What follows belongs to an exercise in optimizing a design on an open flow for small area and few clock cycles per item; a production flow would make more cautious choices. Where RTL was checked, it was by simulation tests only, not by an equivalence proof against the original. The RTL of runs 2 and 3 was laid out without a check of its function.

===== flow/design.v =====
module ascon_enc(
	input [127:0] i_data,
	input [127:0] i_n,
	input [127:0] i_k,
	input clk,
	input i_rst,
	input i_start,
	input [15:0] i_a_len,
	input [15:0] i_m_len,
	output reg o_nxt_data,
	output reg o_c,
	output reg [127:0] o_data,
	output reg o_fin
	);
	localparam [63:0] IV = 64'h80800c0800000000;
	localparam [2:0] M_IDLE  = 3'd0;
	localparam [2:0] M_INIT  = 3'd1;
	localparam [2:0] M_AD    = 3'd2;
	localparam [2:0] M_PT    = 3'd3;
	localparam [2:0] M_FINAL = 3'd4;
	reg [2:0] mode, mode_nxt;
	reg [2:0] ph, ph_nxt;            
	reg [319:0] s;                   
	reg [127:0] key;
	reg [15:0] cnt, cnt_nxt;         
	reg [15:0] mlen;
	reg absorb;                      
	reg idle;                        
	wire cnt_one = (cnt == 16'd1);
	wire cnt_two = (cnt == 16'd2);
	reg key_in, key_out, dom_sep;
	always @(*) begin
		mode_nxt = mode;
		ph_nxt = ph;
		cnt_nxt = cnt;
		key_in = 1'b0;
		key_out = 1'b0;
		dom_sep = 1'b0;
		o_nxt_data = 1'b0;
		o_c = 1'b0;
		o_fin = 1'b0;
		case (mode)
			M_IDLE: begin
				ph_nxt = 3'd0;
				if (i_start) begin
					mode_nxt = M_INIT;
					ph_nxt = 3'd1;
				end
			end
			M_INIT: begin
				ph_nxt = ph + 3'd1;
				if (ph == 3'd4) o_nxt_data = 1'b1;
				if (ph == 3'd5) begin
					key_out = 1'b1;
					mode_nxt = M_AD;
					ph_nxt = 3'd2;
				end
			end
			M_AD: begin
				ph_nxt = ph + 3'd1;
				if (ph == 3'd4) o_nxt_data = 1'b1;
				if (ph == 3'd5) begin
					ph_nxt = 3'd2;
					if (cnt_one) begin
						dom_sep = 1'b1;
						mode_nxt = M_PT;
						cnt_nxt = mlen;
					end else begin
						cnt_nxt = cnt - 16'd1;
					end
				end
			end
			M_PT: begin
				ph_nxt = ph + 3'd1;
				if (ph == 3'd2) o_c = 1'b1;
				if (ph == 3'd4) o_nxt_data = 1'b1;
				if (ph == 3'd5) begin
					cnt_nxt = cnt - 16'd1;
					if (cnt_two) begin
						key_in = 1'b1;
						mode_nxt = M_FINAL;
						ph_nxt = 3'd0;
					end else begin
						ph_nxt = 3'd2;
					end
				end
			end
			M_FINAL: begin
				ph_nxt = ph + 3'd1;
				if (ph == 3'd0) o_c = 1'b1;
				if (ph == 3'd5) begin
					key_out = 1'b1;
					o_fin = 1'b1;
					mode_nxt = M_IDLE;
					ph_nxt = 3'd0;
				end
			end
			default: begin
				mode_nxt = M_IDLE;
				ph_nxt = 3'd0;
			end
		endcase
	end
	wire [319:0] p_out;
	wire [319:0] p_in = idle ? {IV, i_k, i_n} : s;
	ascon_round2 perm (.i_s(p_in), .i_ph(ph), .o_s(p_out));
	wire [319:0] mask = {i_data & {128{absorb}},
		key & {128{key_in}}, 64'd0}
		^ {192'd0, key & {128{key_out}}}
		^ {319'd0, dom_sep};
	wire [319:0] s_nxt = p_out ^ mask;
	always @(*) begin
		if (o_fin) o_data = s_nxt[127:0];
		else o_data = s[319:192];
	end
	always @(posedge clk) begin
		s <= s_nxt;
		if (idle) begin
			key <= i_k;
			mlen <= i_m_len;
		end
		cnt <= idle ? i_a_len : cnt_nxt;
	end
	always @(posedge clk or negedge i_rst) begin
		if (~i_rst) begin
			mode <= M_IDLE;
			ph <= 3'd0;
			absorb <= 1'b0;
			idle <= 1'b1;
		end else begin
			mode <= mode_nxt;
			ph <= ph_nxt;
			absorb <= o_nxt_data;
			idle <= (mode_nxt == M_IDLE);
		end
	end
endmodule
module ascon_round2(
	input [319:0] i_s,
	input [2:0] i_ph,
	output [319:0] o_s
	);
	reg [15:0] rc;
	always @(*) begin
		case (i_ph)
			3'd0: rc = 16'hf0e1;
			3'd1: rc = 16'hd2c3;
			3'd2: rc = 16'hb4a5;
			3'd3: rc = 16'h9687;
			3'd4: rc = 16'h7869;
			default: rc = 16'h5a4b;
		endcase
	end
	wire [319:0] s1;
	ascon_round r0 (.i_s(i_s), .i_c(rc[15:8]), .o_s(s1));
	ascon_round r1 (.i_s(s1),  .i_c(rc[7:0]),  .o_s(o_s));
endmodule
module ascon_round(
	input [319:0] i_s,
	input [7:0] i_c,
	output [319:0] o_s
	);
	wire [63:0] x0 = i_s[319:256];
	wire [63:0] x1 = i_s[255:192];
	wire [63:0] x2 = i_s[191:128] ^ {56'd0, i_c};
	wire [63:0] x3 = i_s[127:64];
	wire [63:0] x4 = i_s[63:0];
	wire [63:0] a0 = x0 ^ x4;
	wire [63:0] a2 = x2 ^ x1;
	wire [63:0] a4 = x4 ^ x3;
	wire [63:0] b0 = a0 ^ (~x1 & a2);
	wire [63:0] b1 = x1 ^ (~a2 & x3);
	wire [63:0] b2 = a2 ^ (~x3 & a4);
	wire [63:0] b3 = x3 ^ (~a4 & a0);
	wire [63:0] b4 = a4 ^ (~a0 & x1);
	wire [63:0] t0 = b0 ^ b4;
	wire [63:0] t1 = b1 ^ b0;
	wire [63:0] t2 = ~b2;
	wire [63:0] t3 = b3 ^ b2;
	wire [63:0] t4 = b4;
	assign o_s[319:256] = t0 ^ {t0[18:0], t0[63:19]} ^ {t0[27:0], t0[63:28]};
	assign o_s[255:192] = t1 ^ {t1[60:0], t1[63:61]} ^ {t1[38:0], t1[63:39]};
	assign o_s[191:128] = t2 ^ {t2[ 1:0], t2[63: 1]} ^ {t2[ 5:0], t2[63: 6]};
	assign o_s[127:64]  = t3 ^ {t3[ 9:0], t3[63:10]} ^ {t3[16:0], t3[63:17]};
	assign o_s[63:0]    = t4 ^ {t4[ 6:0], t4[63: 7]} ^ {t4[40:0], t4[63:41]};
endmodule

===== flow/flow/run.sh =====
#!/bin/bash
# Standard ORFS layout (standard.sh), except that synthesis maps cells with an
# area-oriented ABC script and without full-adder extraction, and the port
# buffers are the smallest buffer cell.
set -euo pipefail
here=$(pwd)
sed -e "s#SYNTH_SCRIPT=[^ ]*#SYNTH_SCRIPT=$here/flow/synth_area.tcl ADDER_MAP_FILE= 'BUFFER_PORTS_ARGS=-buffer_cell sky130_fd_sc_hd__buf_1'#" standard.sh > flow_standard.sh
bash flow_standard.sh > flow_make.log 2>&1

===== flow/flow/abc_nf.script =====
strash
&get -n
&st
&dch
&nf -R 1000
&put

===== flow/flow/synth_area.tcl =====
# The standard synthesis (synth_recipe.tcl), with ABC's cell mapping done by
# an area-oriented script (abc_nf.script) instead of ORFS's speed script.
set ::area_abc_script [file join [file dirname [file normalize [info script]]] abc_nf.script]
proc abc {args} {
  set i [lsearch -exact $args -script]
  if { $i >= 0 } { lset args [expr { $i + 1 }] $::area_abc_script }
  set i [lsearch -exact $args -D]
  if { $i >= 0 } { lset args [expr { $i + 1 }] 10000 }
  yosys abc {*}$args
}
source [file join [file dirname [file dirname [file normalize [info script]]]] synth_recipe.tcl]

===== flow/standard.sh =====
#!/bin/bash
# synth_recipe.tcl (not shown) runs the flow's synth.tcl, then flattens the netlist and writes it again
# the make line also repeats each setting of config.mk as NAME=value (left out here)
make -C /OpenROAD-flow-scripts/flow DESIGN_CONFIG=/design/flow/config.mk WORK_HOME=/design/flow/orfs CLKGATE_MAP_FILE= SYNTH_SCRIPT=/design/flow/synth_recipe.tcl "${@:-finish}"

===== flow/config.mk =====
export PLATFORM = sky130hd
export DESIGN_NAME = ascon_enc
export DESIGN_NICKNAME = ascon_enc
export VERILOG_FILES = /design/flow/design.v
export SDC_FILE = /design/flow/constraint.sdc
export NUM_CORES = 4
export LEC_CHECK = 0
export CAP_MARGIN = 30
export CORE_MARGIN = 2
export CORE_UTILIZATION = 40
export GPL_TIMING_DRIVEN = 0
export SETUP_SLACK_MARGIN = 0.3
export SLEW_MARGIN = 30

===== flow/constraint.sdc =====
create_clock -name core_clock -period 10.0 [get_ports {clk}]
set_input_delay 2.0000 -clock core_clock [delete_from_list [all_inputs] [get_ports {clk}]]
set_output_delay 2.0000 -clock core_clock [all_outputs]
set_load 0.01 [all_outputs]

==> flow_summary.yaml, run 1 <==
placed_design:
  dp.cells: 7405
  io_buffers: 549
  place_hpwl_mm: 235
  post_dp_cell_area_um2: 54100
  routabilityCongestion: 1.10
sta:
  final-hold-violation-count: 0
  worst_pin_slew_ns: 1.20
  grt_setup_unrepaired: "true"
  finalCritPeriodShare: 0.984
  final.setup_skew_ns: 0.0273
  max_slew_margin: 0.197
  layout_min_cycle_time_ns: 9.84
  setup_viol: 0
  slew_viol_final: 0
  max_freq_mhz: 102
synthesis:
  ys_types: 38
  synthFlopType: "dfxtp_1"
  synthTopCellsByCount: "1,891 x xnor2_1, 816 x xor2_1, 707 x nand2_1"
  synth_area_leader_cell: "xnor2_1"
  ys_seq_elements: 488
  synthesis.area_um2: 46200
  synth_fp_nets: 5654
  async_reset_ff_frac: 0.0164
  synth_top_area_share: 0.359
  yosys_warnings: 2
  yosysMostFrequentCell: "xnor2_1"
  synthCells: 5235
  synth_edf_count: 160
  seq_area_frac_synth: 0.247
  synthTopCellsByArea: "xnor2_1 36%, xor2_1 15%, dfxtp_1 14%"
  syn_area_per_cell_um2: 8.82
detailed_routing:
  routed-via-count: 42087
  drt_iter0_markers: 4874
  viasPerCell: 5.56
  routedWlPerCell_um: 35.8
  drc: 0
  routed_wirelength_mm: 271
  ant_nets: 0
  drtPass1Iterations: 6
floorplan:
  die_w_um: 344
  ios: 550
  die_area_um2: 118000
  die_h_um: 344
  coreArea_um2: 115000
  rows: 124
  initial_core_util: 0.403
clock_tree:
  holdBufCountCts: 0
  cts_buffers: 59
  clockRootBuffer: "clkbuf_16"
  clock_sinks: 488
  tritoncts: "yes"
  cts_buffer_depth: 3
  clk_pin_slew_worst_paths_ns: 0.06
  insertion_delay_ns: 0.69
  ctsHtreeMaxLevel: 2
critical_path:
  cp.required_ns: 8.00
  critPathLaunch: "idle$_DFF_PN1_"
  slowest_delay_ns: 0.80
  start_kind: "register"
  path_cells: "buf_12 -> buf_16 -> buf_16 -> buf_16 -> buf_16 -> buf_12 -> mux2i_1 -> xor2_1 -> xnor2_4 -> xor2_4 -> xor2_1 -> xnor2_2 -> nor2_1 -> xor2_4 -> a21oi_4 -> xnor2_2 -> xnor2_1 -> nor2_1 -> nor2_1 -> buf_1"
  path_common_cell: "buf_16"
  worstSetupPathType: "reg -> out"
  cp-end-kind: "output port"
  cp_max_fo: 52
  critical_path_cell_count: 20
  reg2regPathDepth: 19
  r2r-end: "s[301]$_DFF_P_"
  worst-r2r-setup-slack_ns: 2.09
  path_buf_inv: 7
  slowest_stage: "dfstp_4"
  path_delay_family: "XOR/XNOR gates"
  critPathCapture: "o_data[121]"
  cp_data_arrival_time_ns: 7.84
  rr_startpoint: "idle$_DFF_PN1_"
cells_and_area:
  num-fill-cells: 10967
  multi_input_area_um2: 38800
  syn2layout_area_growth_pct: 26.0
  design_area_um2: 58200
  register_area_um2: 11400
  fin_nets: 6409
  drive_gt1_frac: 0.117
  instances_no_fill: 7570
global_routing:
  grt_max_degree: 68
  grt_pass1_wl_mm: 349
  grt_pass1_vias: 39556
  grt_overflow: 0
  antenna_found_initial: 8
  grt.total_usage: 0.446
outcome:
  status: "complete, no violations"
job:
  maxCapViolCount: 0
min_path:
  hp-class: "reg -> reg"
  worstHoldPathCells: 2
==> cell type report <==
type | count | area share
timing repair buffer | 694 | 0.0677
sequential | 488 | 0.196
multi-input combinational | 4734 | 0.667
clock buffer | 74 | 0.0274
antenna | 17 | 0.000731
tap | 1512 | 0.0325
clock inverter | 38 | 0.00701
inverter | 13 | 0.000925
==> registers in the layout, indices dropped and copies added (netlist names) <==
| register | cells |
|---|---|
| s | 320 |
| mlen | 16 |
| idle | 1 |
| ph | 3 |
| cnt | 16 |
| absorb | 1 |
| mode | 3 |
| key | 128 |
==> cell usage in the layout (no fill, tap or decap), types with 64 or more instances in the layout <==
master,instances
mux2i_1,302
nand2_1,706
xnor2_1,1592
xor2_2,97
buf_1,549
nor2b_1,68
dfxtp_1,320
edfxtp_1,160
a22oi_1,64
o21ai_0,124
nor2_1,462
nand2b_1,110
xor2_1,692
xnor2_2,260
==> worst register-to-register path, stage by stage (launching register included) <==
cell	delay, ns
dfstp_4	0.80
buf_12	0.26
buf_16	0.30
buf_16	0.34
buf_16	0.34
buf_16	0.35
mux2_1	0.29
nand2_1	0.06
o21ai_0	0.21
nor2_1	0.15
xnor2_2	0.56
xor2_2	0.66
xnor2_1	0.22
xor2_1	0.53
xor2_1	0.28
nor2_1	0.11
xor2_2	0.25
xnor2_2	0.74
xnor2_1	0.25
xnor2_1	0.99
==> stage by stage <==
stage	setup TNS (ns)	util	setup slack, ns	hold slack, ns
2_1_floorplan	0	-	0.440	0.535
3_3_place_gp	-1865.49	0.438	-7.65	0.562
3_5_place_dp	-0.0348	0.473	-0.0348	0.559
4_1_cts	0	0.499	0.298	0.573
5_1_grt	0	0.508	0.149	0.595
6_report	0	0.508	0.165	0.572
==> timing repair <==
| action | in CTS | in global routing |
|---|---|---|
| buffers inserted | 6 | 30 |
| setup endpoints to repair | 102 | 99 |
| pin swaps | 4 | 20 |
| gates resized for setup | 111 | 80 |
==> worst min-delay path by stage <==
stage	from	end
2_1_floorplan	key[67]$_DFFE_PP_	s[131]$_DFF_P_
3_3_place_gp	key[90]$_DFFE_PP_	s[154]$_DFF_P_
3_5_place_dp	key[90]$_DFFE_PP_	s[154]$_DFF_P_
4_1_cts	key[90]$_DFFE_PP_	s[154]$_DFF_P_
5_1_grt	key[90]$_DFFE_PP_	s[154]$_DFF_P_
6_report	key[90]$_DFFE_PP_	s[154]$_DFF_P_
==> logic make-up after synthesis <==
| logic type | synth area share |
|---|---|
| AO/OA/AOI/OAI | 0.0347 |
| XOR/XNOR | 0.513 |
| adder cells (fa/ha/maj) | 0.000867 |
| buffers and inverters | 0.00106 |
| flip-flops | 0.247 |
| multiplexers | 0.0786 |
| AND/OR/NAND/NOR | 0.124 |
==> per-layer routing <==
metal	track usage	vias up	wire length [µm]
met2	0.667	2446	114000
met1	0.578	20798	108000
met3	0.0950	603	27100
li1	-	18234	-
met4	0.298	6	22500
met5	0	-	44
Testbench counts, summed over its fixed seeds: cycles 9,824, messages 256.
==> inputs of run 2 (changes only) <==
--- a/flow/design.v
+++ b/flow/design.v
@@ -27,3 +27,3 @@
 	reg absorb;                      
-	reg idle;                        
+	wire idle = (mode == M_IDLE);
 	wire cnt_one = (cnt == 16'd1);
@@ -128,3 +128,2 @@
 			absorb <= 1'b0;
-			idle <= 1'b1;
 		end else begin
@@ -133,3 +132,2 @@
 			absorb <= o_nxt_data;
-			idle <= (mode_nxt == M_IDLE);
 		end
--- a/flow/config.mk
+++ b/flow/config.mk
@@ -7,7 +7,6 @@
 export LEC_CHECK = 0
-export CAP_MARGIN = 30
+export CAP_MARGIN = 25
 export CORE_MARGIN = 2
-export CORE_UTILIZATION = 40
+export CORE_UTILIZATION = 55
 export GPL_TIMING_DRIVEN = 0
-export SETUP_SLACK_MARGIN = 0.3
-export SLEW_MARGIN = 30
+export SLEW_MARGIN = 25
==> flow_summary.yaml, run 2 <==
critical_path:
  worstSetupPathType: "reg -> out"
  worst-r2r-setup-slack_ns: 1.53
  slowest_stage: "xor2_2"
  slowest_delay_ns: 0.78
  path_cells: "nor2_2 -> nand2_8 -> clkinv_16 -> buf_16 -> mux2i_1 -> xor2_1 -> nor2_1 -> xnor2_1 -> xor2_2 -> xnor2_1 -> xnor2_1 -> nor2_1 -> xnor2_2 -> xnor2_1 -> xnor2_1 -> xnor2_1 -> mux2_1 -> buf_1"
  cp-end-kind: "output port"
  reg2regPathDepth: 17
  cp.required_ns: 8.00
  start_kind: "register"
  path_common_cell: "xnor2_1"
  critical_path_cell_count: 18
  path_delay_family: "XOR/XNOR gates"
  path_buf_inv: 3
  cp_data_arrival_time_ns: 8.22
  r2r-end: "s[295]$_DFF_P_"
  cp_max_fo: 92
  rr_startpoint: "mode[0]$_DFFE_PN0P_"
sta:
  max_freq_mhz: 97.8
  setup_ws_ns: -0.223
  final-hold-violation-count: 0
  max_slew_margin: 0.0628
  tns_ns: -2.49
  final.setup_skew_ns: 0.0543
  layout_min_cycle_time_ns: 10.22
  setup_viol: 34
  finalCritPeriodShare: 1.02
  slew_viol_final: 0
  worst_pin_slew_ns: 1.40
placed_design:
  routabilityCongestion: 1.20
  place_hpwl_mm: 221
  post_dp_cell_area_um2: 52400
  io_buffers: 549
global_routing:
  use_met1: 0.699
  grt_pass1_wl_mm: 344
  top_usage_layer: "met2"
  grt_overflow: 0
  grt_use_met2: 0.831
  antenna_found_initial: 17
  use_met3: 0.224
  grt_pass1_vias: 41313
  grt_max_degree: 128
  grt.total_usage: 0.595
floorplan:
  initial_core_util: 0.553
  die_h_um: 293
  die_w_um: 293
  coreArea_um2: 83300
  ios: 550
  die_area_um2: 86100
  rows: 106
clock_tree:
  clock_sinks: 487
  ctsHtreeMaxLevel: 2
  clockRootBuffer: "clkbuf_16"
  tritoncts: "yes"
  clk_pin_slew_worst_paths_ns: 0.07
  post-cts-setup-buffer-count: 0
  insertion_delay_ns: 0.69
  cts_buffer_depth: 3
  cts_buffers: 55
synthesis:
  synthTopCellsByCount: "1,897 x xnor2_1, 832 x xor2_1, 623 x nand2_1"
  yosys_warnings: 2
  synthTopCellsByArea: "xnor2_1 36%, xor2_1 16%, dfxtp_1 14%"
  ys_types: 37
  yosysMostFrequentCell: "xnor2_1"
  synthAdderAreaFrac: 0.00174
  synth_fp_nets: 5465
  synthesis.area_um2: 46100
  synthXorXnorAreaFrac: 0.519
  synthFlopType: "dfxtp_1"
  syn_area_per_cell_um2: 9.13
  async_reset_ff_frac: 0.0144
  synth_compound_area_frac: 0.0349
  synth_simple_gate_area_frac: 0.0959
  ys_seq_elements: 487
  synth_area_leader_cell: "xnor2_1"
  seq_area_frac_synth: 0.247
  synthCells: 5046
  synth_top_area_share: 0.361
  synth_edf_count: 160
  synthMuxAreaShare: 0.0985
  synth_top_family_by_area: "XOR/XNOR gates"
cells_and_area:
  num-fill-cells: 6309
  fin_nets: 6168
  syn2layout_area_growth_pct: 20.4
  largest_register_ffs: 320
  final_common_cell: "xnor2_1"
  regMostFlops: "s"
  drive_gt1_frac: 0.0916
  reg_top3: "s (320), key (128)"
  final_cell_mix: "1,647 x xnor2_1, 755 x xor2_1, 622 x nand2_1"
  design_area_um2: 55500
job:
  maxCapViolCount: 0
detailed_routing:
  viasPerCell: 6.46
  drtPass1Iterations: 6
  ant_nets: 0
  drc: 0
  drt_iter0_markers: 6959
  routed-via-count: 44500
  routedWlPerCell_um: 38.8
  routed_wirelength_mm: 267
min_path:
  holdPathEnd: "s[27]$_DFF_P_"
  hp-class: "reg -> reg"
  worstHoldPathCells: 2
  min-delay-start: "key[27]$_DFFE_PP_"
outcome:
  status: "finished with violations"
  so_faults: "setup timing"
run 2: how the worst max path moves through the flow:
stage	start	endpoint	slack [ns]
3_3_place_gp	ph[2]$_DFF_PN0_	o_data[31]	-6.29
6_report	mode[0]$_DFFE_PN0P_	o_data[27]	-0.22
2_1_floorplan	mode[1]$_DFFE_PN0P_	o_data[116]	0.12
5_1_grt	mode[0]$_DFFE_PN0P_	o_data[101]	-0.06
3_5_place_dp	mode[0]$_DFFE_PN0P_	o_data[23]	-1.08
4_1_cts	mode[0]$_DFFE_PN0P_	o_data[127]	0.02
run 2: kinds of logic (layout without fill, tap and decap cells):
group	Yosys count	in the layout
other	0	10
adders and majority gates	8	8
and+or+nand+nor	1079	1079
muxes	437	437
AOI/OAI and AO/OA	270	270
xor gates and xnor gates	2729	2729
DFF	487	487
buffers and inverters	36	786
run 2: repair_timing:
action                     in CTS  in global routing
resized for setup              95                 38
hold buffers                    0                  0
gates cloned                    2                  1
setup endpoints to repair     128                 75
run 2: routing by layer:
layer  share of wire  wire length [µm]
met1            0.34             90200
met2            0.39            104000
met3            0.15             40200
met4            0.12             32900
met5         0.00018                47
run 2: cell type report:
| type | count | area (µm²) | area share |
|---|---|---|---|
| Timing Repair Buffer | 645 | 3240 | 0.0583 |
| Clock buffer | 80 | 1600 | 0.0289 |
| Timing Repair inverter | 1 | 16.3 | 0.000293 |
| Antenna cell | 10 | 25.0 | 0.000451 |
| Multi-Input combinational cell | 4523 | 37400 | 0.675 |
| Clock inverter | 24 | 224 | 0.00404 |
| Tap cell | 1080 | 1350 | 0.0244 |
| Sequential cell | 487 | 11400 | 0.205 |
| Inverter | 36 | 161 | 0.00291 |
run 2: through the flow:
stage / hold slack [ns] / setup WS [ns] / utilization / instances
2_1_floorplan: 0.532 / 0.119 / - / 5046
3_3_place_gp: 0.561 / -6.29 / 0.594 / 6675
3_5_place_dp: 0.581 / -1.08 / 0.629 / 6769
4_1_cts: 0.594 / 0.0246 / 0.660 / 6874
5_1_grt: 0.631 / -0.0573 / 0.666 / 6877
6_report: 0.605 / -0.223 / 0.666 / 6886
run 2: worst reg2reg max path, stage by stage, from the launching register on:
cell       delay, ns
dfrtp_1         0.43
nor2_2          0.40
nand2_8         0.43
clkinv_16       0.55
buf_16          0.47
mux2i_1         0.59
xor2_1          0.26
nor2_1          0.12
xnor2_2         0.60
xnor2_2         0.44
xor2_1          0.29
xnor2_1         0.69
xor2_1          0.30
nand2_1         0.14
xnor2_2         0.56
xor2_1          0.75
xor2_1          0.18
xnor2_1         1.03
==> inputs of run 3 (changes only) <==
--- a/flow/config.mk
+++ b/flow/config.mk
@@ -7,6 +7,7 @@
 export LEC_CHECK = 0
-export CAP_MARGIN = 25
+export CAP_MARGIN = 20
 export CORE_MARGIN = 2
 export CORE_UTILIZATION = 55
+export CTS_BUF_LIST = sky130_fd_sc_hd__clkbuf_8
 export GPL_TIMING_DRIVEN = 0
-export SLEW_MARGIN = 25
+export SLEW_MARGIN = 20
==> flow_summary.yaml, run 3 <==
sta:
  setup_viol: 26
  tns_ns: -1.81
  setup_ws_ns: -0.385
  layout_min_cycle_time_ns: 10.39
  finalCritPeriodShare: 1.04
  slew_viol_final: 4
  worst_pin_slew_ns: 1.50
  final.setup_skew_ns: 0.0968
  max_freq_mhz: 96.3
  max_slew_margin: -0.00891
  final-hold-violation-count: 0
clock_tree:
  cts_buffers: 89
  insertion_delay_ns: 0.87
  clockRootBuffer: "clkbuf_8"
  post-cts-setup-buffer-count: 0
  ctsHtreeMaxLevel: 3
  clock_sinks: 487
  tritoncts: "yes"
  clk_pin_slew_worst_paths_ns: 0.06
  holdBufCountCts: 0
  cts_buffer_depth: 3
detailed_routing:
  drc: 0
  drtPass1Iterations: 6
  ant_nets: 0
  routed-via-count: 44758
  routedWlPerCell_um: 38.3
  routed_wirelength_mm: 267
  viasPerCell: 6.43
  drt_iter0_markers: 7425
outcome:
  so_faults: "capacitance limit, slew limit, setup timing"
  status: "finished with violations"
cells_and_area:
  num-fill-cells: 6289
  final_cell_mix: "1,667 x xnor2_1, 759 x xor2_1, 622 x nand2_1"
  regMostFlops: "s"
  syn2layout_area_growth_pct: 20.4
  register_area_um2: 11400
  multi_input_area_um2: 37300
  drive_gt1_frac: 0.0945
  reg_top3: "s (320), key (128)"
  design_area_um2: 55500
  final_common_cell: "xnor2_1"
  largest_register_ffs: 320
  fin_nets: 6204
global_routing:
  grt_use_met2: 0.818
  grt.total_usage: 0.594
  grt_max_degree: 135
  grt_pass1_wl_mm: 343
  grt_overflow: 0
  top_usage_layer: "met2"
  use_met1: 0.692
  antenna_found_initial: 18
  grt_pass1_vias: 41398
  use_met3: 0.234
synthesis:
  synthFlopType: "dfxtp_1"
  synth_simple_gate_area_frac: 0.0959
  synth_compound_area_frac: 0.0349
  syn_area_per_cell_um2: 9.13
  synth_area_leader_cell: "xnor2_1"
  synthTopCellsByCount: "1,897 x xnor2_1, 832 x xor2_1, 623 x nand2_1"
  synthAdderAreaFrac: 0.00174
  synthTopCellsByArea: "xnor2_1 36%, xor2_1 16%, dfxtp_1 14%"
  synth_fp_nets: 5465
  synthesis.area_um2: 46100
  synthCells: 5046
  async_reset_ff_frac: 0.0144
  synthMuxAreaShare: 0.0985
  synthXorXnorAreaFrac: 0.519
  synth_top_family_by_area: "XOR/XNOR gates"
  yosys_warnings: 2
  seq_area_frac_synth: 0.247
  yosysMostFrequentCell: "xnor2_1"
  ys_types: 37
  synth_edf_count: 160
  ys_seq_elements: 487
  synth_top_area_share: 0.361
placed_design:
  io_buffers: 549
  place_hpwl_mm: 220
  routabilityCongestion: 1.20
  post_dp_cell_area_um2: 52000
critical_path:
  cp.required_ns: 8.00
  worstSetupPathType: "reg -> out"
  cp-end-kind: "output port"
  cp_data_arrival_time_ns: 8.39
  cp_max_fo: 67
  start_kind: "register"
floorplan:
  die_w_um: 293
  die_h_um: 293
  die_area_um2: 86100
  initial_core_util: 0.553
  rows: 106
  coreArea_um2: 83300
  ios: 550
min_path:
  hp-class: "reg -> reg"
job:
  maxCapViolCount: 1
## run 3: cell counts after synthesis
Identical to the previous run, type by type.
## run 3: logic make-up after synthesis
group	after synthesis
AND/OR/NAND/NOR	1079
multiplexers	437
AO/OA/AOI/OAI	270
flip-flops	487
buffers and inverters	36
adder cells (fa/ha/maj)	8
XOR/XNOR	2729
## run 3: worst paths after layout
kind                                      from                to  slack, ns  cells after the start
max                        mode[0]$_DFFE_PN0P_        o_data[92]      -0.39                     17
max reg2reg                mode[0]$_DFFE_PN0P_    s[295]$_DFF_P_       1.69                     17
min                          key[24]$_DFFE_PP_     s[24]$_DFF_P_       0.61                      2
max in group asynchronous                i_rst  absorb$_DFF_PN0_       8.57                      1
min in group asynchronous                i_rst  absorb$_DFF_PN0_       1.10                      1
min reg2reg                  key[24]$_DFFE_PP_     s[24]$_DFF_P_       0.61                      2
## run 3: routing by layer
metal,vias to the layer above,part of all wire
met3,1318,0.15
met4,10,0.13
met2,4308,0.39
met5,-,0.00023
li1,17767,-
met1,21355,0.34
## run 3: repair_timing
action	4_1_cts	5_1_grt
hold endpoints to repair	0	0
resized for setup	114	53
cloned	2	2
endpoints found under the setup margin	128	103
## run 3: critical path: stages, from the launching register on
cell	delay [ns]
dfrtp_1	0.43
nor2_2	0.38
nand2_8	0.46
clkinv_16	0.41
buf_16	0.39
mux2i_1	0.47
xnor2_1	0.16
xnor2_1	0.43
xor2_2	0.59
xnor2_1	0.22
xnor2_2	0.54
xor2_1	0.20
xnor2_2	0.78
xor2_2	0.82
xor2_1	0.47
xnor2_1	0.19
mux2_1	0.31
buf_1	0.13
## run 3: area by class of cell
cell class	count	area share
antenna	23	0.00104
sequential	487	0.205
clock inverter	55	0.00706
timing repair buffer	646	0.0588
clock buffer	111	0.0275
inverter	36	0.00291
multi-input combinational	4523	0.672
timing repair inverter	2	0.000496
tap	1080	0.0244
## run 3: metrics by stage
stage	hold WS, ns	cells	worst slack, ns	util
6_report	0.609	6963	-0.385	0.666
5_1_grt	0.635	6947	-0.111	0.665
4_1_cts	0.607	6938	0.0107	0.659
3_5_place_dp	0.575	6771	-0.958	0.625
3_3_place_gp	0.561	6675	-6.29	0.594
2_1_floorplan	0.532	5046	0.119	-
==> inputs of run 4 (changes only) <==
--- a/flow/design.v
+++ b/flow/design.v
@@ -27,3 +27,3 @@
 	reg absorb;                      
-	wire idle = (mode == M_IDLE);
+	reg idle;                        
 	wire cnt_one = (cnt == 16'd1);
@@ -128,2 +128,3 @@
 			absorb <= 1'b0;
+			idle <= 1'b1;
 		end else begin
@@ -132,2 +133,3 @@
 			absorb <= o_nxt_data;
+			idle <= (mode_nxt == M_IDLE);
 		end
--- a/flow/config.mk
+++ b/flow/config.mk
@@ -7,7 +7,7 @@
 export LEC_CHECK = 0
-export CAP_MARGIN = 20
+export CAP_MARGIN = 30
 export CORE_MARGIN = 2
-export CORE_UTILIZATION = 55
-export CTS_BUF_LIST = sky130_fd_sc_hd__clkbuf_8
+export CORE_UTILIZATION = 40
 export GPL_TIMING_DRIVEN = 0
-export SLEW_MARGIN = 20
+export SETUP_SLACK_MARGIN = 0.15
+export SLEW_MARGIN = 30
==> flow_summary.yaml, run 4 <==
synthesis:
  synth_fp_nets: 5654
  synth_top_area_share: 0.359
  synthFlopType: "dfxtp_1"
  syn_area_per_cell_um2: 8.82
  synthCells: 5235
  synth_edf_count: 160
  yosys_warnings: 2
  async_reset_ff_frac: 0.0164
  synth_top_family_by_area: "XOR/XNOR gates"
  seq_area_frac_synth: 0.247
  ys_seq_elements: 488
  synth_compound_area_frac: 0.0347
  synthMuxAreaShare: 0.0786
  synthesis.area_um2: 46200
  synthAdderAreaFrac: 0.000867
  synthTopCellsByCount: "1,891 x xnor2_1, 816 x xor2_1, 707 x nand2_1"
  synth_area_leader_cell: "xnor2_1"
  synthTopCellsByArea: "xnor2_1 36%, xor2_1 15%, dfxtp_1 14%"
  yosysMostFrequentCell: "xnor2_1"
  ys_types: 38
  synth_simple_gate_area_frac: 0.124
  synthXorXnorAreaFrac: 0.513
clock_tree:
  insertion_delay_ns: 0.69
  clk_pin_slew_worst_paths_ns: 0.06
  cts_buffer_depth: 3
  clock_sinks: 488
  tritoncts: "yes"
  clockRootBuffer: "clkbuf_16"
  cts_buffers: 59
  holdBufCountCts: 0
  ctsHtreeMaxLevel: 2
sta:
  max_slew_margin: 0.170
  finalCritPeriodShare: 0.985
  final.setup_skew_ns: 0.0268
  setup_viol: 0
  grt_setup_unrepaired: "true"
  max_freq_mhz: 101
  tns_ns: 0
  final-hold-violation-count: 0
  slew_viol_final: 0
  layout_min_cycle_time_ns: 9.85
  worst_pin_slew_ns: 1.24
critical_path:
  worstSetupPathType: "reg -> out"
  path_common_cell: "xnor2_1"
  path_delay_family: "XOR/XNOR gates"
  cp_data_arrival_time_ns: 7.85
  cp-end-kind: "output port"
  path_buf_inv: 6
  start_kind: "register"
  cp_max_fo: 52
  cp.required_ns: 8.00
  worst-r2r-setup-slack_ns: 1.92
  path_cells: "buf_12 -> buf_16 -> buf_16 -> buf_16 -> buf_16 -> mux2_1 -> nand2_1 -> o21ai_0 -> nor2_1 -> xnor2_2 -> xor2_2 -> xnor2_1 -> xnor2_1 -> xnor2_1 -> nor2_1 -> xnor2_2 -> xnor2_1 -> xnor2_1 -> nand2_1 -> nand2_1 -> buf_1"
  slowest_stage: "dfstp_4"
  slowest_delay_ns: 0.81
cells_and_area:
  multi_input_area_um2: 38500
  largest_register_ffs: 320
  final_cell_mix: "1,608 x xnor2_1, 706 x nand2_1, 699 x xor2_1"
  final_common_cell: "xnor2_1"
  register_area_um2: 11400
  regMostFlops: "s"
  fin_nets: 6379
  num-fill-cells: 11045
  instances_no_fill: 7534
  syn2layout_area_growth_pct: 24.5
  reg_top3: "s (320), key (128)"
  drive_gt1_frac: 0.107
placed_design:
  io_buffers: 549
  place_hpwl_mm: 235
  dp.cells: 7405
  routabilityCongestion: 1.10
floorplan:
  initial_core_util: 0.403
  die_w_um: 344
  rows: 124
  die_h_um: 344
  die_area_um2: 118000
  ios: 550
  coreArea_um2: 115000
detailed_routing:
  drtPass1Iterations: 5
  routed_wirelength_mm: 270
  drc: 0
  viasPerCell: 5.55
  drt_iter0_markers: 4888
  routedWlPerCell_um: 35.9
  ant_nets: 0
  routed-via-count: 41848
global_routing:
  grt_overflow: 0
  grt.total_usage: 0.446
  use_met1: 0.576
  grt_pass1_wl_mm: 348
  use_met3: 0.0978
  top_usage_layer: "met2"
  grt_pass1_vias: 39546
  grt_max_degree: 68
  grt_use_met2: 0.661
  antenna_found_initial: 12
min_path:
  hp-class: "reg -> reg"
outcome:
  status: "complete, no violations"
job:
  maxCapViolCount: 0
-- run 4: changes by cell type after synthesis, moves of 20 or more --
cell | previous run | this run
nor2b_1 | 49 | 69
nand2b_1 | 45 | 110
nand2_1 | 623 | 707
clkinv_1 | 36 | 13
a21oi_1 | 79 | 35
nor2_1 | 310 | 466
o21ai_0 | 81 | 145
mux2_1 | 130 | 47
-- run 4: path summary, 6_finish.rpt --
kind / cells after the start / end / start
max reg2reg: 18 / s[301]$_DFF_P_ / idle$_DFF_PN1_
max: 21 / o_data[50] / idle$_DFF_PN1_
min: 2 / s[154]$_DFF_P_ / key[90]$_DFFE_PP_
max in group asynchronous: 1 / absorb$_DFF_PN0_ / i_rst
min reg2reg: 2 / s[154]$_DFF_P_ / key[90]$_DFFE_PP_
min in group asynchronous: 1 / absorb$_DFF_PN0_ / i_rst
-- run 4: logic make-up after synthesis --
kind of cell / count (synthesis)
flops: 488
compound gates: 277
simple gates: 1389
xor+xnor: 2707
fa+ha+maj: 4
mux: 357
buf+inv: 13
-- run 4: routing by layer --
layer | share of wire | up-vias
li1 | - | 18190
met1 | 0.40 | 20611
met2 | 0.42 | 2405
met3 | 0.097 | 630
met4 | 0.088 | 12
met5 | 0.00029 | -
-- run 4: metrics by stage --
step	hold slack (ns)	util	area (µm²)	setup WS (ns)
CTS	0.573	0.496	56800	0.141
floorplan	0.535	-	46200	0.440
global route	0.595	0.502	57500	0.00489
finish	0.570	0.502	57500	0.146
detailed placement	0.559	0.473	54100	-0.0348
global placement	0.562	0.438	50100	-7.65
-- run 4: worst register-to-register path: stages, from the launching register on --
cell     delay (ns)
dfstp_4        0.81
buf_12         0.26
buf_16         0.29
buf_16         0.34
buf_16         0.35
buf_16         0.35
mux2i_1        0.46
xor2_1         0.32
nor2_1         0.13
xnor2_2        0.55
xnor2_2        0.36
xnor2_1        0.72
xnor2_1        0.30
nor2_1         0.14
xnor2_2        0.28
buf_4          0.28
xor2_1         0.65
xnor2_1        0.24
xnor2_1        1.02
-- run 4: area by class of cell --
cell class                      instances  area share
Multi-Input combinational cell       4734       0.669
Sequential cell                       488       0.198
Timing Repair Buffer                  664      0.0635
Tap cell                             1512      0.0329
Clock buffer                           74      0.0277
Clock inverter                         38     0.00709
Inverter                               13    0.000935
Antenna cell                           11    0.000478
-- run 4: what timing repair did --
action                                  4_1_cts  5_1_grt
gates resized for setup                      74       69
endpoints found under the setup margin       89       66
pin swaps                                     2        7
buffers inserted                              3        3
Testbench counts of run 4, summed over its fixed seeds: cycles 9,824, messages 256.
==> inputs of run 5 (changes only) <==
--- a/flow/config.mk
+++ b/flow/config.mk
@@ -10,4 +10,3 @@
 export CORE_UTILIZATION = 40
-export GPL_TIMING_DRIVEN = 0
-export SETUP_SLACK_MARGIN = 0.15
+export SETUP_SLACK_MARGIN = 0.1
 export SLEW_MARGIN = 30
==> flow_summary.yaml, run 5 <==
outcome:
  status: "complete, no violations"
clock_tree:
  clockRootBuffer: "clkbuf_16"
  clk_pin_slew_worst_paths_ns: 0.07
  cts_resized: 0
  insertion_delay_ns: 0.70
  clock_sinks: 488
  cts_buffer_depth: 3
  post-cts-setup-buffer-count: 0
  cts_buffers: 59
  holdBufCountCts: 0
  tritoncts: "yes"
  ctsHtreeMaxLevel: 2
cells_and_area:
  reg_top3: "s (320), key (128)"
  final_cell_mix: "1,786 x xnor2_1, 785 x xor2_1, 706 x nand2_1"
  post-route-util: 0.495
  fin_nets: 6686
  largest_register_ffs: 320
  drive_gt1_frac: 0.106
  final_common_cell: "xnor2_1"
  design_area_um2: 56700
  regMostFlops: "s"
  syn2layout_area_growth_pct: 22.8
synthesis:
  synthesis.area_um2: 46200
  synth_edf_count: 160
  synthTopCellsByCount: "1,891 x xnor2_1, 816 x xor2_1, 707 x nand2_1"
  synthMuxAreaShare: 0.0786
  synthCells: 5235
  syn_area_per_cell_um2: 8.82
  synthTopCellsByArea: "xnor2_1 36%, xor2_1 15%, dfxtp_1 14%"
  synth_top_family_by_area: "XOR/XNOR gates"
  synth_fp_nets: 5654
  ys_seq_elements: 488
  synth_top_area_share: 0.359
  yosys_warnings: 2
  synth_area_leader_cell: "xnor2_1"
  yosysMostFrequentCell: "xnor2_1"
  synth_compound_area_frac: 0.0347
  synth_simple_gate_area_frac: 0.124
  seq_area_frac_synth: 0.247
  synthFlopType: "dfxtp_1"
  async_reset_ff_frac: 0.0164
  synthAdderAreaFrac: 0.000867
  ys_types: 38
  synthXorXnorAreaFrac: 0.513
critical_path:
  critPathLaunch: "idle$_DFF_PN1_"
  worst-r2r-setup-slack_ns: 2.54
  worstSetupPathType: "reg -> out"
  start_kind: "register"
  r2r-end: "s[286]$_DFF_P_"
  cp_data_arrival_time_ns: 7.77
  reg2regPathDepth: 17
  cp-end-kind: "output port"
  rr_startpoint: "idle$_DFF_PN1_"
  cp.required_ns: 8.00
  critPathCapture: "o_data[76]"
  cp_max_fo: 47
global_routing:
  grt.total_usage: 0.468
  grt_pass1_wl_mm: 365
  grt_max_degree: 65
  grt_pass1_vias: 40677
  grt_overflow: 0
  antenna_found_initial: 12
detailed_routing:
  drtPass1Iterations: 6
  drc: 0
  drt_iter0_markers: 5765
  routedWlPerCell_um: 36.3
  ant_nets: 0
  routed-via-count: 43516
  viasPerCell: 5.55
  routed_wirelength_mm: 285
sta:
  setup_viol: 0
  worst_pin_slew_ns: 1.20
  max_slew_margin: 0.197
  final.setup_skew_ns: 0.0380
  layout_min_cycle_time_ns: 9.77
  timing.hold.ws_ns: 0.592
  grt_setup_unrepaired: "false"
  slew_viol_final: 0
  finalCritPeriodShare: 0.977
  max_freq_mhz: 102
  final-hold-violation-count: 0
floorplan:
  die_w_um: 344
  die_area_um2: 118000
  die_h_um: 344
  initial_core_util: 0.403
  coreArea_um2: 115000
  rows: 124
  ios: 550
placed_design:
  place_hpwl_mm: 247
  io_buffers: 549
  routabilityCongestion: 1.13
  post_dp_cell_area_um2: 54600
min_path:
  hp-class: "reg -> reg"
job:
  maxCapViolCount: 0
run 5: cell type report:
| class | count | area, µm² |
|---|---|---|
| clock inverter | 39 | 395 |
| timing repair buffer | 971 | 5360 |
| multi-input combinational | 4734 | 36000 |
| antenna | 16 | 40.0 |
| fill | 11238 | 57800 |
| clock buffer | 73 | 1600 |
| inverter | 13 | 51.3 |
| tap | 1512 | 1890 |
| sequential | 488 | 11400 |
run 5: metal layers:
layer | global-route usage | vias to the layer above | wire (µm)
met5 | 0 | - | 44
met4 | 0.332 | 6 | 24200
met3 | 0.0891 | 628 | 28400
met2 | 0.687 | 2842 | 118000
met1 | 0.616 | 21184 | 114000
li1 | - | 18856 | -
run 5: metrics by stage:
stage                     setup WS, ns  setup TNS (ns)  instances
after floorplan                  0.440               0       5235
after global placement          -0.359          -0.732       7712
after detailed placement         0.807               0       7718
after CTS                        0.494               0       7830
after global routing             0.289               0       7840
final                            0.227               0       7846
run 5: worst min-delay path by stage:
stage,startpoint,end,slack (ns),cells past startpoint
final,key[67]$_DFFE_PP_,s[131]$_DFF_P_,0.59,2
after global routing,key[67]$_DFFE_PP_,s[131]$_DFF_P_,0.61,2
after CTS,key[67]$_DFFE_PP_,s[131]$_DFF_P_,0.57,2
after detailed placement,key[91]$_DFFE_PP_,s[155]$_DFF_P_,0.59,2
after global placement,key[35]$_DFFE_PP_,s[35]$_DFF_P_,0.59,2
after floorplan,key[67]$_DFFE_PP_,s[131]$_DFF_P_,0.54,2
run 5: worst max-delay path, cell delays in order, from the launching register on:
cell and delay (ns):
dfstp_4 1.23, buf_12 0.30, mux2i_1 0.42, xnor2_1 0.17
xnor2_2 0.51, xor2_1 0.87, xnor2_1 0.20, xnor2_1 0.49
nor2_1 0.10, xnor2_1 0.83, xnor2_1 0.48, xnor2_1 0.54
xnor2_1 0.26, xnor2_1 0.18, nor2_1 0.06, nor2_1 0.13
buf_1 0.16
run 5: logic make-up after synthesis:
| logic type | count (synthesis) |
|---|---|
| xor+xnor | 2707 |
| mux | 357 |
| simple gates | 1389 |
| buf+inv | 13 |
| fa+ha+maj | 4 |
| compound gates | 277 |
| flops | 488 |
==> inputs of run 6 (changes only) <==
--- a/flow/design.v
+++ b/flow/design.v
@@ -27,3 +27,3 @@
 	reg absorb;                      
-	reg idle;                        
+	wire idle = (mode == M_IDLE);
 	wire cnt_one = (cnt == 16'd1);
@@ -44,6 +44,3 @@
 				ph_nxt = 3'd0;
-				if (i_start) begin
-					mode_nxt = M_INIT;
-					ph_nxt = 3'd1;
-				end
+				if (i_start) mode_nxt = M_INIT;
 			end
@@ -104,4 +101,3 @@
 	wire [319:0] p_out;
-	wire [319:0] p_in = idle ? {IV, i_k, i_n} : s;
-	ascon_round2 perm (.i_s(p_in), .i_ph(ph), .o_s(p_out));
+	ascon_round2 perm (.i_s(s), .i_ph(ph), .o_s(p_out));
 	wire [319:0] mask = {i_data & {128{absorb}},
@@ -116,3 +112,4 @@
 	always @(posedge clk) begin
-		s <= s_nxt;
+		if (idle) s <= {IV, i_k, i_n};
+		else s <= s_nxt;
 		if (idle) begin
@@ -128,3 +125,2 @@
 			absorb <= 1'b0;
-			idle <= 1'b1;
 		end else begin
@@ -133,3 +129,2 @@
 			absorb <= o_nxt_data;
-			idle <= (mode_nxt == M_IDLE);
 		end
--- a/flow/config.mk
+++ b/flow/config.mk
@@ -10,3 +10,3 @@
 export CORE_UTILIZATION = 40
-export SETUP_SLACK_MARGIN = 0.1
+export GPL_TIMING_DRIVEN = 0
 export SLEW_MARGIN = 30
==> flow_summary.yaml, run 6 <==
cells_and_area:
  reg_top3: "s (320), key (128)"
  final_cell_mix: "1,573 x xnor2_1, 734 x xor2_1, 660 x nor2_1"
  drive_gt1_frac: 0.0932
  final_common_cell: "xnor2_1"
  fin_nets: 6483
  syn2layout_area_growth_pct: 22.5
  regMostFlops: "s"
  largest_register_ffs: 320
  num-fill-cells: 11077
synthesis:
  synthTopCellsByCount: "1,837 x xnor2_1, 801 x xor2_1, 662 x nor2_1"
  synth_fp_nets: 5752
  synthXorXnorAreaFrac: 0.508
  synth_simple_gate_area_frac: 0.128
  synthesis.area_um2: 45500
  syn_area_per_cell_um2: 8.53
  yosys_warnings: 2
  yosysMostFrequentCell: "xnor2_1"
  synthFlopType: "dfxtp_1"
  synth_edf_count: 160
  synthAdderAreaFrac: 0.00176
  seq_area_frac_synth: 0.250
  ys_seq_elements: 487
  async_reset_ff_frac: 0.0144
  synthMuxAreaShare: 0.0343
  synth_top_family_by_area: "XOR/XNOR gates"
  synthTopCellsByArea: "xnor2_1 35%, xor2_1 15%, dfxtp_1 14%"
  synth_top_area_share: 0.354
  synth_area_leader_cell: "xnor2_1"
  synthCells: 5333
  ys_types: 37
  synth_compound_area_frac: 0.0774
sta:
  final.setup_skew_ns: 0.0329
  setup_viol: 0
  setup_ws_ns: 1.08
  layout_min_cycle_time_ns: 8.92
  max_slew_margin: 0.148
  timing.hold.ws_ns: 0.561
  worst_pin_slew_ns: 1.27
  slew_viol_final: 0
  grt_setup_unrepaired: "false"
  final-hold-violation-count: 0
  max_freq_mhz: 112
  finalCritPeriodShare: 0.892
min_path:
  holdPathEnd: "absorb$_DFF_PN0_"
  min-delay-start: "mode[2]$_DFFE_PN0P_"
  hp-class: "reg -> reg"
  worstHoldPathCells: 1
critical_path:
  rr_startpoint: "ph[2]$_DFF_PN0_"
  worstSetupPathType: "reg -> out"
  worst-r2r-setup-slack_ns: 3.45
  reg2regPathDepth: 12
  cp-end-kind: "output port"
  start_kind: "register"
  cp_max_fo: 11
  cp_data_arrival_time_ns: 6.92
  cp.required_ns: 8.00
  r2r-end: "s[297]$_SDFF_PP0_"
detailed_routing:
  routedWlPerCell_um: 36.6
  drtPass1Iterations: 5
  drt_iter0_markers: 5758
  ant_nets: 0
  routed-via-count: 43226
  routed_wirelength_mm: 279
  viasPerCell: 5.67
  drc: 0
global_routing:
  grt.total_usage: 0.465
  antenna_found_initial: 7
  grt_pass1_wl_mm: 359
  grt_max_degree: 81
  grt_overflow: 0
  grt_pass1_vias: 39817
clock_tree:
  cts_buffers: 59
  cts_buffer_depth: 3
  ctsHtreeMaxLevel: 2
  post-cts-setup-buffer-count: 0
  holdBufCountCts: 0
  clk_pin_slew_worst_paths_ns: 0.06
  tritoncts: "yes"
  insertion_delay_ns: 0.71
  clockRootBuffer: "clkbuf_16"
  clock_sinks: 487
  cts_resized: 0
placed_design:
  io_buffers: 549
  routabilityCongestion: 1.09
  place_hpwl_mm: 244
  pre_cts_ws_ns: 2.10
outcome:
  status: "complete, no violations"
floorplan:
  rows: 123
  die_area_um2: 116000
  die_h_um: 341
  die_w_um: 341
  ios: 550
  initial_core_util: 0.404
  coreArea_um2: 113000
job:
  maxCapViolCount: 0
==> run 6: changes by cell type after synthesis, moves of 11 or more <==
cell,before,now
nor2_1,466,662
nand2_1,707,437
o21ai_0,145,160
nor2b_1,69,165
nand3_1,12,1
xor2_1,816,801
a21oi_1,35,425
mux2i_1,310,93
o22ai_1,14,0
xnor2_1,1891,1837
nand2b_1,110,38
nor3_1,4,53
==> run 6: metrics by stage <==
step	utilization	setup TNS [ns]	instances	area (µm²)
after floorplan	-	0	5333	45500
after global placement	0.439	-2219.52	7382	49400
after detailed placement	0.476	0	7502	53600
after CTS	0.494	0	7614	55700
after global routing	0.495	0	7615	55700
final	0.495	0	7618	55800
==> run 6: cell type report <==
class,instances,area [µm²],area share
multi-input combinational,4836,36700,0.658
sequential,487,11400,0.204
timing repair buffer,670,3700,0.0663
tap,1500,1880,0.0337
clock buffer,78,1660,0.0298
clock inverter,34,397,0.00711
inverter,10,42.5,0.000763
antenna,3,7.51,0.000135
==> run 6: cell families (layout without fill, tap and decap cells) <==
kind of cell | count (synthesis) | in the layout
muxes | 149 | 149
xor gates and xnor gates | 2638 | 2638
adders and majority gates | 8 | 8
DFF | 487 | 487
buffers and inverters | 10 | 792
AOI/OAI and AO/OA | 663 | 663
other | 0 | 3
and+or+nand+nor | 1378 | 1378
==> run 6: critical path: stages, from the launching register on <==
cell,delay [ns]
dfrtp_1,0.63
a21oi_1,1.00
xnor2_1,0.29
xor2_1,0.24
xnor2_1,0.71
xnor2_1,0.35
nor2_1,0.11
xnor2_1,0.90
xor2_1,0.88
xor2_1,0.25
xnor2_1,0.21
xnor2_1,0.15
mux2_1,0.35
buf_1,0.14
==> run 6: layer usage <==
metal | part of all wire | track usage | up-vias | wire (µm)
met5 | 0.000090 | 0 | - | 25
met4 | 0.082 | 0.313 | 4 | 22700
met3 | 0.099 | 0.0878 | 528 | 27700
met2 | 0.42 | 0.698 | 2806 | 118000
met1 | 0.40 | 0.605 | 21178 | 110000
li1 | - | - | 18710 | -
==> run 6: how the worst max path moves through the flow <==
| stage | from | endpoint | cells after the start |
|---|---|---|---|
| 2_1_floorplan | mode[0]$_DFFE_PN0P_ | key[0]$_DFFE_PP_ | 2 |
| 3_5_place_dp | ph[2]$_DFF_PN0_ | o_data[116] | 13 |
| 5_1_grt | ph[2]$_DFF_PN0_ | o_data[116] | 13 |
| 4_1_cts | ph[2]$_DFF_PN0_ | o_data[116] | 13 |
| 6_report | ph[2]$_DFF_PN0_ | o_data[116] | 13 |
| 3_3_place_gp | ph[2]$_DFF_PN0_ | o_data[64] | 7 |
Testbench counts of run 6, summed over its fixed seeds: cycles 10,080, messages 256.
==> inputs of run 7 (changes only) <==
--- a/flow/config.mk
+++ b/flow/config.mk
@@ -11,2 +11,3 @@
 export GPL_TIMING_DRIVEN = 0
+export PLACE_DENSITY = 0.8
 export SLEW_MARGIN = 30
==> flow_summary.yaml, run 7 <==
outcome:
  status: "complete, no violations"
sta:
  slew_viol_final: 0
  worst_pin_slew_ns: 1.30
  layout_min_cycle_time_ns: 9.07
  grt_setup_unrepaired: "false"
  max_freq_mhz: 110
  max_slew_margin: 0.128
  finalCritPeriodShare: 0.907
  tns_ns: 0
  setup_viol: 0
  setup_ws_ns: 0.933
  final.setup_skew_ns: 0.0324
  final-hold-violation-count: 0
global_routing:
  grt_pass1_wl_mm: 372
  grt_max_degree: 68
  grt_pass1_vias: 41238
  grt.total_usage: 0.482
  antenna_found_initial: 10
  grt_overflow: 0
floorplan:
  rows: 123
  coreArea_um2: 113000
  ios: 550
  die_area_um2: 116000
  die_w_um: 341
  die_h_um: 341
  initial_core_util: 0.404
detailed_routing:
  routed-via-count: 44376
  viasPerCell: 5.81
  ant_nets: 0
  drc: 0
  routedWlPerCell_um: 37.9
  drt_iter0_markers: 6475
  routed_wirelength_mm: 290
  drtPass1Iterations: 8
synthesis:
  synth_area_leader_cell: "xnor2_1"
  seq_area_frac_synth: 0.250
  synthFlopType: "dfxtp_1"
  synthesis.area_um2: 45500
  async_reset_ff_frac: 0.0144
  ys_types: 37
  synthTopCellsByArea: "xnor2_1 35%, xor2_1 15%, dfxtp_1 14%"
  synth_top_area_share: 0.354
  yosysMostFrequentCell: "xnor2_1"
  synthCells: 5333
  ys_seq_elements: 487
  yosys_warnings: 2
  syn_area_per_cell_um2: 8.53
  synthTopCellsByCount: "1,837 x xnor2_1, 801 x xor2_1, 662 x nor2_1"
  synth_fp_nets: 5752
  synth_edf_count: 160
cells_and_area:
  syn2layout_area_growth_pct: 23.5
  final_cell_mix: "1,555 x xnor2_1, 720 x xor2_1, 660 x nor2_1"
  instances_no_fill: 7637
  regMostFlops: "s"
  design_area_um2: 56200
  drive_gt1_frac: 0.100
  final_common_cell: "xnor2_1"
  largest_register_ffs: 320
  fin_nets: 6502
  reg_top3: "s (320), key (128)"
critical_path:
  cp.required_ns: 8.00
  cp_max_fo: 11
  start_kind: "register"
  slowest_stage: "a21oi_1"
  critPathLaunch: "ph[2]$_DFF_PN0_"
  cp_data_arrival_time_ns: 7.07
  slowest_delay_ns: 0.94
  rr_startpoint: "ph[2]$_DFF_PN0_"
  cp-end-kind: "output port"
  path_common_cell: "xnor2_1"
  worstSetupPathType: "reg -> out"
  path_cells: "a21oi_1 -> xnor2_1 -> nor2_1 -> xnor2_1 -> xnor2_1 -> xnor2_1 -> xor2_1 -> xor2_2 -> mux2i_1 -> xnor2_1 -> xor2_1 -> mux2_1 -> buf_1"
clock_tree:
  post-cts-setup-buffer-count: 0
  tritoncts: "yes"
  clk_pin_slew_worst_paths_ns: 0.06
  cts_resized: 0
  clockRootBuffer: "clkbuf_16"
  cts_buffers: 59
  cts_buffer_depth: 3
  holdBufCountCts: 0
  ctsHtreeMaxLevel: 2
  insertion_delay_ns: 0.71
  clock_sinks: 487
placed_design:
  post_dp_cell_area_um2: 54100
  place_hpwl_mm: 253
  pre_cts_ws_ns: 1.91
  io_buffers: 549
  routabilityCongestion: 1.12
  dp.cells: 7522
min_path:
  min-delay-start: "mode[2]$_DFFE_PN0P_"
  hp-class: "reg -> reg"
job:
  maxCapViolCount: 0
==> run 7: cell counts after synthesis <==
No cell type changed its count.
==> run 7: final cells by class <==
type	instances	area, µm²
sequential	487	11400
fill	10632	56500
clock buffer	89	1750
inverter	10	42.5
tap	1500	1880
multi-input combinational	4836	37000
antenna	4	10.0
timing repair buffer	689	3910
clock inverter	22	241
==> run 7: worst max-delay path, delay by kind of cell (launching register included) <==
kind	cells	cell delay [ns]
and+or+nand+nor	1	0.20
xor gates and xnor gates	8	3.56
AOI/OAI and AO/OA	1	0.94
DFF	1	0.61
buffers and inverters	1	0.15
muxes	2	0.90
==> run 7: cells by family after synthesis <==
logic type / Yosys count / synth area share
AO/OA/AOI/OAI: 663 / 0.0774
flip-flops: 487 / 0.250
AND/OR/NAND/NOR: 1378 / 0.128
buffers and inverters: 10 / 0.000825
XOR/XNOR: 2638 / 0.508
multiplexers: 149 / 0.0343
adder cells (fa/ha/maj): 8 / 0.00176
==> run 7: worst paths after layout <==
| check | endpoint | slack, ns | cells past startpoint |
|---|---|---|---|
| max | o_data[77] | 0.93 | 13 |
| min in group asynchronous | absorb$_DFF_PN0_ | 1.21 | 1 |
| min reg2reg | absorb$_DFF_PN0_ | 0.56 | 1 |
| min | absorb$_DFF_PN0_ | 0.56 | 1 |
| max in group asynchronous | absorb$_DFF_PN0_ | 8.47 | 1 |
| max reg2reg | s[297]$_SDFF_PP0_ | 3.29 | 12 |
==> run 7: metrics by stage <==
stage / utilization / hold slack [ns]
finish: 0.499 / 0.564
global route: 0.499 / 0.573
CTS: 0.498 / 0.558
detailed placement: 0.480 / 0.551
global placement: 0.439 / 0.550
floorplan: - / 0.526
==> run 7: metal layers <==
metal / vias to the layer above / GRT usage / part of all wire
met5: - / 0 / 0.00024
met4: 10 / 0.368 / 0.093
met3: 738 / 0.121 / 0.11
met2: 3249 / 0.712 / 0.42
met1: 21624 / 0.604 / 0.38
li1: 18755 / - / -
==> inputs of run 8 (changes only) <==
--- a/flow/design.v
+++ b/flow/design.v
@@ -20,2 +20,3 @@
 	localparam [2:0] M_FINAL = 3'd4;
+	localparam [2:0] M_FIN   = 3'd5;
 	reg [2:0] mode, mode_nxt;
@@ -89,6 +90,10 @@
 					key_out = 1'b1;
-					o_fin = 1'b1;
-					mode_nxt = M_IDLE;
+					mode_nxt = M_FIN;
 					ph_nxt = 3'd0;
 				end
+			end
+			M_FIN: begin
+				o_fin = 1'b1;
+				mode_nxt = M_IDLE;
+				ph_nxt = 3'd0;
 			end
@@ -106,5 +111,4 @@
 		^ {319'd0, dom_sep};
-	wire [319:0] s_nxt = p_out ^ mask;
 	always @(*) begin
-		if (o_fin) o_data = s_nxt[127:0];
+		if (o_fin) o_data = s[127:0];
 		else o_data = s[319:192];
@@ -113,3 +117,3 @@
 		if (idle) s <= {IV, i_k, i_n};
-		else s <= s_nxt;
+		else s <= p_out ^ mask;
 		if (idle) begin
--- a/flow/config.mk
+++ b/flow/config.mk
@@ -11,3 +11,2 @@
 export GPL_TIMING_DRIVEN = 0
-export PLACE_DENSITY = 0.8
 export SLEW_MARGIN = 30
==> flow_summary.yaml, run 8 <==
outcome:
  status: "complete, no violations"
cells_and_area:
  num-fill-cells: 11081
  regMostFlops: "s"
  fin_nets: 6413
  final_common_cell: "xnor2_1"
  design_area_um2: 56100
  reg_top3: "s (320), key (128)"
  largest_register_ffs: 320
  drive_gt1_frac: 0.0986
  final_cell_mix: "1,477 x xnor2_1, 786 x xor2_1, 549 x buf_1"
  syn2layout_area_growth_pct: 23.0
clock_tree:
  ctsHtreeMaxLevel: 2
  post-cts-setup-buffer-count: 0
  clock_sinks: 487
  tritoncts: "yes"
  holdBufCountCts: 0
  cts_resized: 0
  cts_buffer_depth: 3
  insertion_delay_ns: 0.72
  clockRootBuffer: "clkbuf_16"
  cts_buffers: 60
  clk_pin_slew_worst_paths_ns: 0.06
synthesis:
  yosysMostFrequentCell: "xnor2_1"
  synth_top_area_share: 0.338
  ys_seq_elements: 487
  async_reset_ff_frac: 0.0144
  synth_fp_nets: 5666
  synthTopCellsByCount: "1,758 x xnor2_1, 846 x xor2_1, 484 x nor2_1"
  seq_area_frac_synth: 0.250
  synth_area_leader_cell: "xnor2_1"
  synthesis.area_um2: 45600
  syn_area_per_cell_um2: 8.69
  synthFlopType: "dfxtp_1"
  synthTopCellsByArea: "xnor2_1 34%, xor2_1 16%, dfxtp_1 14%"
  synthCells: 5247
  yosys_warnings: 2
  ys_types: 34
  synth_edf_count: 160
detailed_routing:
  viasPerCell: 5.67
  routed-via-count: 42834
  drt_iter0_markers: 5393
  routedWlPerCell_um: 36.5
  drc: 0
  ant_nets: 0
  drtPass1Iterations: 6
  routed_wirelength_mm: 276
global_routing:
  grt_max_degree: 67
  grt_overflow: 0
  grt_pass1_wl_mm: 355
  grt.total_usage: 0.459
  use_met1: 0.599
  grt_pass1_vias: 39549
  use_met3: 0.0941
  top_usage_layer: "met2"
  grt_use_met2: 0.680
  antenna_found_initial: 16
job:
  maxCapViolCount: 0
sta:
  grt_setup_unrepaired: "false"
  max_slew_margin: 0.185
  worst_pin_slew_ns: 1.21
  finalCritPeriodShare: 0.649
  final-hold-violation-count: 0
  final.setup_skew_ns: 0.0441
  timing.hold.ws_ns: 0.594
  slew_viol_final: 0
  layout_min_cycle_time_ns: 6.49
  max_freq_mhz: 154
  setup_viol: 0
critical_path:
  cp-end-kind: "register"
  path_cells: "a21oi_1 -> xor2_1 -> nor2b_1 -> xnor2_1 -> xor2_1 -> xnor2_1 -> xnor2_1 -> nor2b_1 -> xnor2_2 -> xnor2_1 -> xor2_1 -> o21ai_0 -> a21oi_1"
  cp_max_fo: 10
  slowest_delay_ns: 0.79
  path_common_cell: "xnor2_1"
  slowest_stage: "a21oi_1"
  start_kind: "register"
  worstSetupPathType: "reg -> reg"
  cp.required_ns: 10.52
  cp_data_arrival_time_ns: 7.01
placed_design:
  routabilityCongestion: 1.11
  io_buffers: 549
  post_dp_cell_area_um2: 54000
  place_hpwl_mm: 240
floorplan:
  initial_core_util: 0.404
  die_h_um: 342
  ios: 550
  die_area_um2: 117000
  rows: 123
  coreArea_um2: 113000
  die_w_um: 342
min_path:
  hp-class: "reg -> reg"
[run 8: cell count changes after synthesis, moves of 16 or more]
cell / delta
xnor2_1: -79
mux2i_1: -16
o21ai_0: +32
xor2_1: +45
mux2_1: +78
nor2_1: -178
[run 8: worst paths after layout]
kind / slack [ns] / depth (start not counted) / end / start
min in group asynchronous: 1.20 / 1 / absorb$_DFF_PN0_ / i_rst
max: 3.51 / 13 / s[278]$_SDFF_PP0_ / ph[2]$_DFF_PN0_
max reg2reg: 3.51 / 13 / s[278]$_SDFF_PP0_ / ph[2]$_DFF_PN0_
max in group asynchronous: 8.49 / 1 / absorb$_DFF_PN0_ / i_rst
min: 0.59 / 1 / absorb$_DFF_PN0_ / ph[1]$_DFF_PN0_
min reg2reg: 0.59 / 1 / absorb$_DFF_PN0_ / ph[1]$_DFF_PN0_
[run 8: area by class of cell]
| class | count | area (µm²) | area share |
|---|---|---|---|
| Multi-Input combinational cell | 4749 | 36900 | 0.658 |
| Tap cell | 1500 | 1880 | 0.0335 |
| Sequential cell | 487 | 11400 | 0.203 |
| Clock inverter | 43 | 453 | 0.00807 |
| Timing Repair Buffer | 685 | 3820 | 0.0682 |
| Inverter | 11 | 46.3 | 0.000825 |
| Antenna cell | 10 | 25.0 | 0.000446 |
| Clock buffer | 71 | 1580 | 0.0282 |
[run 8: stage by stage]
step	setup slack, ns	utilization	std cells	setup TNS [ns]
2_1_floorplan	0.536	-	5247	0
3_3_place_gp	-5.70	0.439	7296	-1430.46
3_5_place_dp	3.70	0.479	7432	0
4_1_cts	3.68	0.497	7546	0
5_1_grt	3.60	0.497	7548	0
6_report	3.51	0.497	7556	0
[run 8: cells by family after synthesis]
kind of cell / after synthesis / synth area share
adder cells (fa/ha/maj): 13 / 0.00285
multiplexers: 211 / 0.0500
flip-flops: 487 / 0.250
AND/OR/NAND/NOR: 1240 / 0.117
buffers and inverters: 11 / 0.000905
AO/OA/AOI/OAI: 681 / 0.0789
XOR/XNOR: 2604 / 0.500
[run 8: critical path, delay by kind of cell, from the launching register on]
family	cells	cell delay, ns
AOI/OAI and AO/OA	3	1.55
and+or+nand+nor	2	0.34
DFF	1	0.63
xor gates and xnor gates	8	3.78
[run 8: per-layer routing]
| metal | share of wire | up-vias | wire [µm] |
|---|---|---|---|
| li1 | - | 18607 | - |
| met1 | 0.40 | 21050 | 111000 |
| met2 | 0.42 | 2597 | 116000 |
| met3 | 0.097 | 572 | 26800 |
| met4 | 0.081 | 8 | 22400 |
| met5 | 0.00019 | - | 53 |
Testbench counts of run 8, summed over its fixed seeds: cycles 10,336, messages 256.

## port drivers added, routing unchanged
How much do the figures lean on ideal ports? The routed layouts below were timed once more, with nothing changed but the port constraints. Step 1 sets driving cells, clkbuf_16 on the clock port and buf_2 on the other inputs (assumed; they add their load-dependent delay and slew). Step 2 also shifts input and output timing later by t, the mid clock arrival at the registers, as if the neighbouring blocks saw the same clock. a / b / c = ideal / step 1 / step 2; a / b = the first two.
run | t, ns | slack for setup (ns) | hold slack, ns | clock arrival spread, ns
run 1 | 0.754 | 0.165 / 0.089 / 0.717 | 0.572 / 0.572 / 0.572 | 0.027 / 0.027
run 2 | 0.738 | -0.223 / -0.300 / 0.350 | 0.605 / 0.605 / 0.605 | 0.054 / 0.054
run 3 | 0.901 | -0.385 / -0.463 / 0.438 | 0.609 / 0.609 / 0.609 | 0.097 / 0.097
run 4 | 0.758 | 0.146 / 0.069 / 0.752 | 0.570 / 0.570 / 0.570 | 0.027 / 0.027
run 5 | 0.764 | 0.227 / 0.141 / 0.496 | 0.592 / 0.592 / 0.592 | 0.038 / 0.039
run 6 | 0.778 | 1.079 / 0.994 / 1.773 | 0.561 / 0.561 / 0.561 | 0.033 / 0.033
run 7 | 0.774 | 0.933 / 0.854 / 1.627 | 0.564 / 0.564 / 0.564 | 0.033 / 0.033
run 8 | 0.780 | 3.508 / 3.508 / 3.508 | 0.594 / 0.594 / 0.594 | 0.046 / 0.046
